Background: an optimization exercise with open tools, aiming at small area and few clock cycles. Do not read the settings as production practice. Function was checked by simulation only, so behaviour that the tests miss may differ from the original.

==> lagoon <==
==> flow/design.v <==
module risc_v_core (
    input  logic        clk,
    input  logic        rst_n,
    output logic        imem_req,
    output logic [31:0] imem_addr,
    input  logic [31:0] imem_rdata,
    input  logic        imem_ready,
    input  logic        imem_err,
    output logic        dmem_req,
    output logic        dmem_we,
    output logic [3:0]  dmem_be,
    output logic [31:0] dmem_addr,
    output logic [31:0] dmem_wdata,
    input  logic [31:0] dmem_rdata,
    input  logic        dmem_ready,
    input  logic        dmem_err,
    input  logic        fetch_enable,
    input  logic [31:0] irq,
    input  logic        debug_req,
    output logic        core_sleep,
    input  logic        scan_mode,
    input  logic        scan_en,
    input  logic        scan_in,
    output logic        scan_out
);
    logic [31:1] pc_q;               
    logic [31:1][31:0] rf_q;         
    logic [31:1] rf_valid_q;         
    logic        wfi_q;
    logic [31:0] scan_q;
    wire [31:0] pc = {pc_q, 1'b0};
    wire [31:0] ins = imem_rdata;
    wire [4:0]  rd  = ins[11:7];
    wire [4:0]  rs1 = ins[19:15];
    wire [4:0]  rs2 = ins[24:20];
    wire [2:0]  f3  = ins[14:12];
    wire b6 = ins[6], b5 = ins[5], b4 = ins[4], b3 = ins[3], b2 = ins[2];
    wire is_load   = ~b5 & ~b4 & ~b3;
    wire is_store  = ~b6 &  b5 & ~b4;
    wire is_branch =  b6 & ~b4 & ~b2;
    wire is_jalr   =  b6 & ~b3 &  b2;
    wire is_jal    =  b6 &  b3;
    wire is_lui    =  b5 &  b4 &  b2;
    wire is_auipc  = ~b5 &  b4 &  b2;
    wire is_alu    =  b4 & ~b2 & ~b6;         
    wire is_opimm  = ~b5;                     
    wire is_system =  b6 &  b4;
    wire is_fence  = ~b6 &  b3;
    wire is_wfi    = is_system & ins[22];
    wire writes_rd = ~(is_fence | is_store | is_branch | is_system);
    wire instr_valid = fetch_enable & imem_ready & ~wfi_q & ~scan_mode;
    wire is_mem      = is_load | is_store;
    wire commit      = instr_valid & ~(is_mem & ~dmem_ready);
    wire rs1_en = ~(is_lui | is_auipc | is_jal);
    logic [31:1] sel1, sel2;
    always_comb begin
        for (int i = 1; i < 32; i++) begin
            sel1[i] = rs1_en & rf_valid_q[i] & (rs1 == 5'(i));
            sel2[i] = rf_valid_q[i] & (rs2 == 5'(i));
        end
    end
    logic [31:0] rs1_data, rs2_data;
    rf_read_port u_rd1 (.sel(sel1), .rf(rf_q), .data(rs1_data));
    rf_read_port u_rd2 (.sel(sel2), .rf(rf_q), .data(rs2_data));
    wire use_pc = is_auipc | is_jal;
    wire [31:0] op_a = rs1_data | ({32{use_pc}} & pc);
    wire [31:0] imm_i = {{20{ins[31]}}, ins[31:20]};
    wire [31:0] imm_s = {{20{ins[31]}}, ins[31:25], ins[11:7]};
    wire [31:0] imm_u = {ins[31:12], 12'b0};
    wire [31:0] imm_b = {{19{ins[31]}}, ins[31], ins[7], ins[30:25], ins[11:8], 1'b0};
    wire [31:0] imm_j = {{11{ins[31]}}, ins[31], ins[19:12], ins[20], ins[30:21], 1'b0};
    logic [31:0] op_b;
    always_comb begin
        if (is_jal)                      op_b = 32'd4;
        else if (is_lui | is_auipc)      op_b = imm_u;
        else if (is_store)               op_b = imm_s;
        else if (is_branch | (is_alu & ~is_opimm)) op_b = rs2_data;
        else                             op_b = imm_i;
    end
    wire do_sub = is_branch | (is_alu & (f3[2:1] == 2'b01)) |
                  (is_alu & ~is_opimm & (f3 == 3'b000) & ins[30]);
    wire [31:0] op_bx = op_b ^ {32{do_sub}};
    wire [32:0] sum_c = {1'b0, op_a} + {1'b0, op_bx} + {32'd0, do_sub};
    wire [31:0] sum   = sum_c[31:0];
    wire        cout  = sum_c[32];
    wire ltu = ~cout;
    wire lt  = (op_a[31] ^ op_b[31]) ? op_a[31] : ltu;
    wire eq  = ((op_a ^ op_b) == 32'd0);
    wire        sh_left = ~f3[2];
    logic [31:0] sh_in, sh_rev_out;
    always_comb for (int i = 0; i < 32; i++) sh_in[i] = sh_left ? op_a[31 - i] : op_a[i];
    wire [31:0] sh_out  = sh_in >> op_b[4:0];
    always_comb for (int i = 0; i < 32; i++) sh_rev_out[i] = sh_out[31 - i];
    logic [31:0] alu_res;
    always_comb begin
        case (f3)
            3'b000:  alu_res = sum;
            3'b001:  alu_res = sh_rev_out;
            3'b010:  alu_res = {31'd0, lt};
            3'b011:  alu_res = {31'd0, ltu};
            3'b100:  alu_res = op_a ^ op_b;
            3'b101:  alu_res = sh_out;
            3'b110:  alu_res = op_a | op_b;
            default: alu_res = op_a & op_b;
        endcase
    end
    logic taken;
    always_comb begin
        case ({f3[2], f3[1]})
            2'b00:   taken = eq;
            2'b10:   taken = lt;
            default: taken = ltu;
        endcase
        taken = is_branch & (taken ^ f3[0]);
    end
    wire [31:0] pc_off = is_jal ? imm_j : (taken ? imm_b : 32'd4);
    wire [31:1] pc_add = pc_q + pc_off[31:1];
    wire [31:1] pc_next = is_jalr ? sum[31:1] : pc_add;
    wire [1:0] ea = sum[1:0];
    logic [7:0]  ld_b0;
    logic [7:0]  ld_b1;
    logic        ld_sign;
    logic [31:0] ld_data;
    always_comb begin
        if (f3[1])      ld_b0 = dmem_rdata[7:0];
        else if (f3[0]) ld_b0 = ea[1] ? dmem_rdata[23:16] : dmem_rdata[7:0];
        else case (ea)
            2'd0: ld_b0 = dmem_rdata[7:0];
            2'd1: ld_b0 = dmem_rdata[15:8];
            2'd2: ld_b0 = dmem_rdata[23:16];
            default: ld_b0 = dmem_rdata[31:24];
        endcase
        ld_b1 = (~f3[1] & ea[1]) ? dmem_rdata[31:24] : dmem_rdata[15:8];
        ld_sign = ~f3[2] & (f3[0] ? ld_b1[7] : ld_b0[7]);
        if (f3[1])      ld_data = dmem_rdata;
        else if (f3[0]) ld_data = {{16{ld_sign}}, ld_b1, ld_b0};
        else            ld_data = {{24{ld_sign}}, ld_b0};
    end
    logic [31:0] wb_data;
    always_comb begin
        if (is_load)      wb_data = ld_data;
        else if (is_jalr) wb_data = {pc_add, 1'b0};
        else if (is_alu)  wb_data = alu_res;
        else              wb_data = sum;
    end
    wire rf_we = commit & writes_rd;
    logic [31:1] we_row, hold_row;
    always_comb begin
        for (int i = 1; i < 32; i++) begin
            we_row[i]   = rf_we & (rd == 5'(i));
            hold_row[i] = ~we_row[i];
        end
    end
    logic [31:1][31:0] rf_d;
    for (genvar i = 1; i < 32; i++) begin : g_row
        for (genvar b = 0; b < 32; b++) begin : g_bit
            rf_wmux u_wm (.we(we_row[i]), .hold(hold_row[i]), .d(wb_data[b]),
                          .q(rf_q[i][b]), .y(rf_d[i][b]));
        end
    end
    always_ff @(posedge clk) rf_q <= rf_d;
    always_ff @(posedge clk or negedge rst_n) begin
        if (!rst_n) rf_valid_q <= '0;
        else for (int i = 1; i < 32; i++)
            if (we_row[i]) rf_valid_q[i] <= 1'b1;
    end
    always_ff @(posedge clk or negedge rst_n) begin
        if (!rst_n)      pc_q <= '0;
        else if (commit) pc_q <= pc_next;
    end
    assign imem_req  = fetch_enable & ~wfi_q & ~scan_mode;
    assign imem_addr = pc;
    assign dmem_req  = instr_valid & is_mem;
    assign dmem_we   = instr_valid & is_store;
    assign dmem_addr = sum;
    always_comb begin
        case (f3[1:0])
            2'b00:   dmem_be = 4'b0001 << ea;
            2'b01:   dmem_be = ea[1] ? 4'b1100 : 4'b0011;
            default: dmem_be = 4'b1111;
        endcase
        case (f3[1:0])
            2'b00:   dmem_wdata = {4{rs2_data[7:0]}};
            2'b01:   dmem_wdata = {2{rs2_data[15:0]}};
            default: dmem_wdata = rs2_data;
        endcase
    end
    always_ff @(posedge clk or negedge rst_n) begin
        if (!rst_n) begin
            wfi_q <= 1'b0;
        end else if (!scan_mode) begin
            if (commit && is_wfi)         wfi_q <= 1'b1;
            else if (|irq || debug_req)   wfi_q <= 1'b0;
        end
    end
    assign core_sleep = wfi_q;
    always_ff @(posedge clk or negedge rst_n) begin
        if (!rst_n)                    scan_q <= 32'd0;
        else if (scan_mode && scan_en) scan_q <= {scan_in, scan_q[31:1]};
    end
    assign scan_out = scan_q[0];
endmodule
module rf_wmux (
    input  logic we,
    input  logic hold,
    input  logic d,
    input  logic q,
    output logic y
);
    assign y = (we & d) | (hold & q);
endmodule
module rf_aoi3 (
    input  logic s0, d0,
    input  logic s1, d1,
    input  logic s2, d2,
    output logic y
);
    assign y = ~((s0 & d0) | (s1 & d1) | (s2 & d2));
endmodule
module rf_read_port (
    input  logic [31:1]       sel,
    input  logic [31:1][31:0] rf,
    output logic [31:0]       data
);
    for (genvar b = 0; b < 32; b++) begin : g_bit
        logic [10:0] g;
        for (genvar k = 0; k < 10; k++) begin : g_aoi
            rf_aoi3 u_aoi (.s0(sel[3*k+1]), .d0(rf[3*k+1][b]),
                           .s1(sel[3*k+2]), .d1(rf[3*k+2][b]),
                           .s2(sel[3*k+3]), .d2(rf[3*k+3][b]),
                           .y(g[k]));
        end
        assign g[10] = ~(sel[31] & rf[31][b]);
        assign data[b] = ~&g;
    end
endmodule
==> flow/run.sh <==
#!/bin/bash
# synth_recipe.tcl (not shown) runs the flow's synth.tcl, then flattens the netlist and writes it again
# the make line also repeats each setting of config.mk as NAME=value (left out here)
make -C /OpenROAD-flow-scripts/flow DESIGN_CONFIG=/design/flow/config.mk WORK_HOME=/design/flow/orfs CLKGATE_MAP_FILE= SYNTH_SCRIPT=/design/flow/synth_recipe.tcl finish
==> flow/config.mk <==
export PLATFORM = sky130hd
export DESIGN_NAME = risc_v_core
export DESIGN_NICKNAME = risc_v_core
export VERILOG_FILES = /design/flow/design.v
export SDC_FILE = /design/flow/constraint.sdc
export NUM_CORES = 4
export LEC_CHECK = 0
export CAP_MARGIN = 5
export CORE_MARGIN = 2
export CORE_UTILIZATION = 60
export CTS_BUF_LIST = sky130_fd_sc_hd__clkbuf_4 sky130_fd_sc_hd__clkbuf_8
export GPL_TIMING_DRIVEN = 0
export PLACE_DENSITY = 0.75
export SLEW_MARGIN = 5
export SYNTH_HIERARCHICAL = 1
export SYNTH_MINIMUM_KEEP_SIZE = 0
==> flow/constraint.sdc <==
create_clock -name core_clock -period 13.0 [get_ports {clk}]
set_input_delay 2.6000 -clock core_clock [delete_from_list [all_inputs] [get_ports {clk}]]
set_output_delay 2.6000 -clock core_clock [all_outputs]
set_load 0.01 [all_outputs]
==> nickel: changes against lagoon <==
==> flow/config.mk (replaced) <==
export PLATFORM = sky130hd
export DESIGN_NAME = risc_v_core
export DESIGN_NICKNAME = risc_v_core
export VERILOG_FILES = /design/flow/design.v
export SDC_FILE = /design/flow/constraint.sdc
export NUM_CORES = 4
export LEC_CHECK = 0
export CAP_MARGIN = 20
export CORE_MARGIN = 2
export CORE_UTILIZATION = 30
export PLACE_DENSITY = 0.45
export SLEW_MARGIN = 20
export SYNTH_HIERARCHICAL = 1
export SYNTH_MINIMUM_KEEP_SIZE = 0
==> summary of the runs <==
- In synthesized area, nickel and lagoon do not differ.
- nickel completed without violations. lagoon aborted during global routing (5_1_grt).
- In synthesized cell count, lagoon and nickel do not differ.
Testbench counts of lagoon, summed over its fixed seeds: cycles 8,987.
Testbench counts of nickel, summed over its fixed seeds: cycles 8,987.

==> static timing again, ports no longer ideal <==
The flow's constraints put no driver on any port. The routed layout listed below was extracted and timed again, unchanged, in two steps. Step 1, drivers: a clkbuf_16 drives clk and a buf_2 each remaining input, both assumed. Step 2, shift: input delay + t, output delay - t, t = (earliest + latest rising clock arrival at the registers) / 2. This alone moves slack from input paths to output paths. Three values: ideal ports, drivers, drivers and shift; two values: the first two.
run: nickel
t (ns): 0.839
setup WS [ns]: 0.296 / 0.255 / -0.111
worst setup path at the end: input to register
Met with ideal ports but missed after step 2: setup timing in nickel. For nickel, drivers alone change the setup slack by -0.041 ns; drivers and shift together by -0.407 ns.
